This is an optimization exercise on Yosys and OpenROAD, whose aim is small area and a short achievable clock period, not a production implementation.
Only simulation tests tie the RTL to the original design; equivalence was not proved.
No activity file was given, so power comes from the tool's default toggle rates.

Design RISC_V, start of the top module:
module RISC_V(
	input  wire [31:0] in,
	input  wire        clk,
	output wire [31:0] alu_output_data
);
wire op_ok    = ~in[6] & in[4] & ~in[3] & in[1] & in[0];
wire is_r_d   = op_ok &  in[5] & ~in[2];    
wire is_i_d   = op_ok & ~in[5] & ~in[2];    
wire is_lui_d = op_ok &  in[5] &  in[2];    
wire use_a_d  = is_r_d | is_i_d;            
wire use_b_d  = is_r_d;                     
reg        is_r, is_i, is_lui;
reg [31:7] ir;
wire [4:0] rd  = ir[11:7];
wire [2:0] f3  = ir[14:12];
wire [4:0] rs1 = ir[19:15];
wire [4:0] rs2 = ir[24:20];
wire       b30 = ir[30];
wire        wr_d = (is_r | is_i | is_lui) & (rd != 5'd0);    
reg  [4:0]  wa;           
reg         we;
reg  [4:0]  wa3;          
reg         we3;
reg  fwd1, fwd2, byp1, byp2, en1, en2;
wire fwd1_d = use_a_d & wr_d & (in[19:15] == rd);
wire fwd2_d = use_b_d & wr_d & (in[24:20] == rd);
wire byp1_d = use_a_d & we   & (in[19:15] == wa);
wire byp2_d = use_b_d & we   & (in[24:20] == wa);
always @(posedge clk) begin
	is_r   <= is_r_d;
	is_i   <= is_i_d;
	is_lui <= is_lui_d;
	ir     <= in[31:7];
	fwd1   <= fwd1_d;
	fwd2   <= fwd2_d;
	byp1   <= byp1_d;
	byp2   <= byp2_d;
	en1    <= use_a_d & ~byp1_d;
	en2    <= use_b_d & ~byp2_d;
end
wire [31:0] rf [0:31];    
assign rf[0] = 32'd0;
reg  [31:0] res_q;        
wire [31:0] res;          
wire        use_a = is_r | is_i;
wire [31:0] sel1 = en1 ? (32'd1 << rs1) : 32'd0;
wire [31:0] sel2 = en2 ? (32'd1 << rs2) : 32'd0;
reg  [31:0] rdata1, rdata2;
integer k;
always @(*) begin
	rdata1 = {32{byp1}} & res_q;
	rdata2 = {32{byp2}} & res_q;
	for (k = 1; k < 32; k = k + 1) begin
		rdata1 = rdata1 | ({32{sel1[k]}} & rf[k]);
		rdata2 = rdata2 | ({32{sel2[k]}} & rf[k]);
	end
end
wire [31:0] imm_i   = {{20{ir[31]}}, ir[31:20]};
wire [31:0] imm_sh  = {26'd0, ir[25:20]};
wire [31:0] imm_u   = {ir[31:12], 12'd0};
  ...
Size in the first run: roughly 4100 cells after synthesis, roughly 1200 flip-flops, roughly 53000 um^2 of cells after synthesis.
==> flow/config.mk <==
export PLATFORM = sky130hd
export DESIGN_NAME = RISC_V
export DESIGN_NICKNAME = RISC_V
export VERILOG_FILES = /design/flow/design.v
export SDC_FILE = /design/flow/constraint.sdc
export NUM_CORES = 4
export LEC_CHECK = 0
export CAP_MARGIN = 20
export CORE_MARGIN = 2
export CORE_UTILIZATION = 50
export SLEW_MARGIN = 20
==> flow/constraint.sdc <==
create_clock -name core_clock -period 13.5 [get_ports {clk}]
set_input_delay 2.7000 -clock core_clock [delete_from_list [all_inputs] [get_ports {clk}]]
set_output_delay 2.7000 -clock core_clock [all_outputs]
set_load 0.01 [all_outputs]
standard.sh (not shown) runs the stock make flow with config.mk's settings and CLKGATE_MAP_FILE= SYNTH_SCRIPT=/design/flow/synth_recipe.tcl, a recipe that flattens the netlist after the stock synthesis.
==> flow/flow/run.sh <==
#!/bin/bash
# Standard layout with two changes, the SDC unchanged:
#  - timing repair aims below the clock period (setup margin), so the
#    critical paths get sized for the period the design can achieve;
#  - clock tree built from larger sink clusters, without dummy loads.
set -euo pipefail
bash standard.sh \
  "CTS_ARGS=-sink_clustering_enable -repair_clock_nets -dont_use_dummy_load -sink_clustering_size 20 -sink_clustering_max_diameter 70" \
  SETUP_SLACK_MARGIN=10.0 finish > standard_flow.log 2>&1
==> next run, changes <==
--- a/flow/flow/run.sh
+++ b/flow/flow/run.sh
@@ -9 +9 @@
-  SETUP_SLACK_MARGIN=10.0 finish > standard_flow.log 2>&1
+  SETUP_SLACK_MARGIN=9.7 finish > standard_flow.log 2>&1
CORE_UTILIZATION = 40   (was 50)
=> Via count falls by 0.59%; design area falls by 0.85%; wire length falls by 0.51%; worst hold slack gets worse by 4.1 ps; global-route usage falls by 11 points; non-clock buffer count falls by 54; sequential cell count stays the same; power rises by 0.75%; combinational power falls by about 4%; worst setup slack gets worse by 120 ps.
==> next run, changes <==
--- a/flow/flow/run.sh
+++ b/flow/flow/run.sh
@@ -9 +9 @@
-  SETUP_SLACK_MARGIN=9.7 finish > standard_flow.log 2>&1
+  SETUP_SLACK_MARGIN=10.3 finish > standard_flow.log 2>&1
Effect: The new run completed with no timing, DRC or antenna violations. Synthesized area does not change. Sequential power stays flat. Cell count increases by about 3%. Setup slack gains 100 ps. Wire length rises by 1.8%. Register-to-register slack is better by 350 ps. First-iteration DRC count decreases by 3.2%.
==> next run, changes <==
--- a/flow/flow/run.sh
+++ b/flow/flow/run.sh
@@ -8,2 +8,2 @@
-  "CTS_ARGS=-sink_clustering_enable -repair_clock_nets -dont_use_dummy_load -sink_clustering_size 20 -sink_clustering_max_diameter 70" \
-  SETUP_SLACK_MARGIN=10.3 finish > standard_flow.log 2>&1
+  "CTS_ARGS=-sink_clustering_enable -repair_clock_nets -dont_use_dummy_load -sink_clustering_size 25 -sink_clustering_max_diameter 80" \
+  SETUP_SLACK_MARGIN=10.0 finish > standard_flow.log 2>&1
CORE_UTILIZATION = 50   (was 40)
The new run completed with no timing, DRC or antenna violations.
Wire length fell by 1.6%.
Global-route usage is higher by 9.8 points.
Power drops by 6.9%.
Non-clock buffer count falls by 129.
Sequential power hardly moves.
Utilization goes up by 8.8 points.
Hold slack gets better by 7.8 ps.
Final area decreases by about 5%.
==> next run, changes <==
--- a/flow/flow/run.sh
+++ b/flow/flow/run.sh
@@ -8 +8 @@
-  "CTS_ARGS=-sink_clustering_enable -repair_clock_nets -dont_use_dummy_load -sink_clustering_size 25 -sink_clustering_max_diameter 80" \
+  "CTS_ARGS=-sink_clustering_enable -repair_clock_nets -dont_use_dummy_load -sink_clustering_size 20 -sink_clustering_max_diameter 70" \
CORE_UTILIZATION = 40   (was 50)
After rerunning:
- The changed run passed the timing, DRC and antenna checks
- power climbs by a little under a tenth
- via count drops slightly
- cell area climbs slightly
- combinational power climbs by a few percent
- routed wire length climbs slightly
- cell count climbs by a few percent
==> next run, changes <==
--- a/flow/flow/run.sh
+++ b/flow/flow/run.sh
@@ -8 +8 @@
-  "CTS_ARGS=-sink_clustering_enable -repair_clock_nets -dont_use_dummy_load -sink_clustering_size 20 -sink_clustering_max_diameter 70" \
+  "CTS_ARGS=-sink_clustering_enable -repair_clock_nets -dont_use_dummy_load -sink_clustering_size 25 -sink_clustering_max_diameter 80" \
What happened: The new run completed without violations; clock power decreases by roughly a tenth; total power decreases by a few percent; global-route usage stays flat.

==> port drivers added, routing unchanged <==
In the flow no input, the clock included, has a driving cell. The finished layouts below were timed again as built, in two steps. Step 1 (the two cells are an assumption about what drives the block):
set clk [get_ports {clk}]
set_driving_cell -lib_cell sky130_fd_sc_hd__clkbuf_16 $clk
set_driving_cell -lib_cell sky130_fd_sc_hd__buf_2 [delete_from_list [all_inputs] $clk]
Step 2 also shifts input and output timing later by t, the mid clock arrival at the registers, as if the neighbouring blocks saw the same clock. Slacks: ideal / step 1 / step 2; pairs: ideal / step 1.
| run | t, ns | setup WS [ns] | worst setup path at the end | slew at the worst register clock pin (ns) |
|---|---|---|---|---|
| the first run | 0.746 | 9.591 / 9.517 / 9.401 | input to register | 0.09 / 0.09 |
| the second run | 0.764 | 9.474 / 9.474 / 9.232 | input to register | 0.09 / 0.09 |
| the third run | 0.764 | 9.578 / 9.501 / 9.650 | input to register | 0.09 / 0.09 |
| the fourth run | 0.795 | 9.520 / 9.448 / 9.335 | input to register | 0.11 / 0.11 |
| the fifth run | 0.776 | 9.601 / 9.528 / 9.379 | input to register | 0.09 / 0.09 |
| the sixth run | 0.770 | 9.595 / 9.522 / 9.368 | input to register | 0.10 / 0.10 |
After both steps setup and hold are still met in every run listed. The setup slack of the second run, which loses most, moves by 0.000 ns with the drivers and by -0.242 ns with both steps.
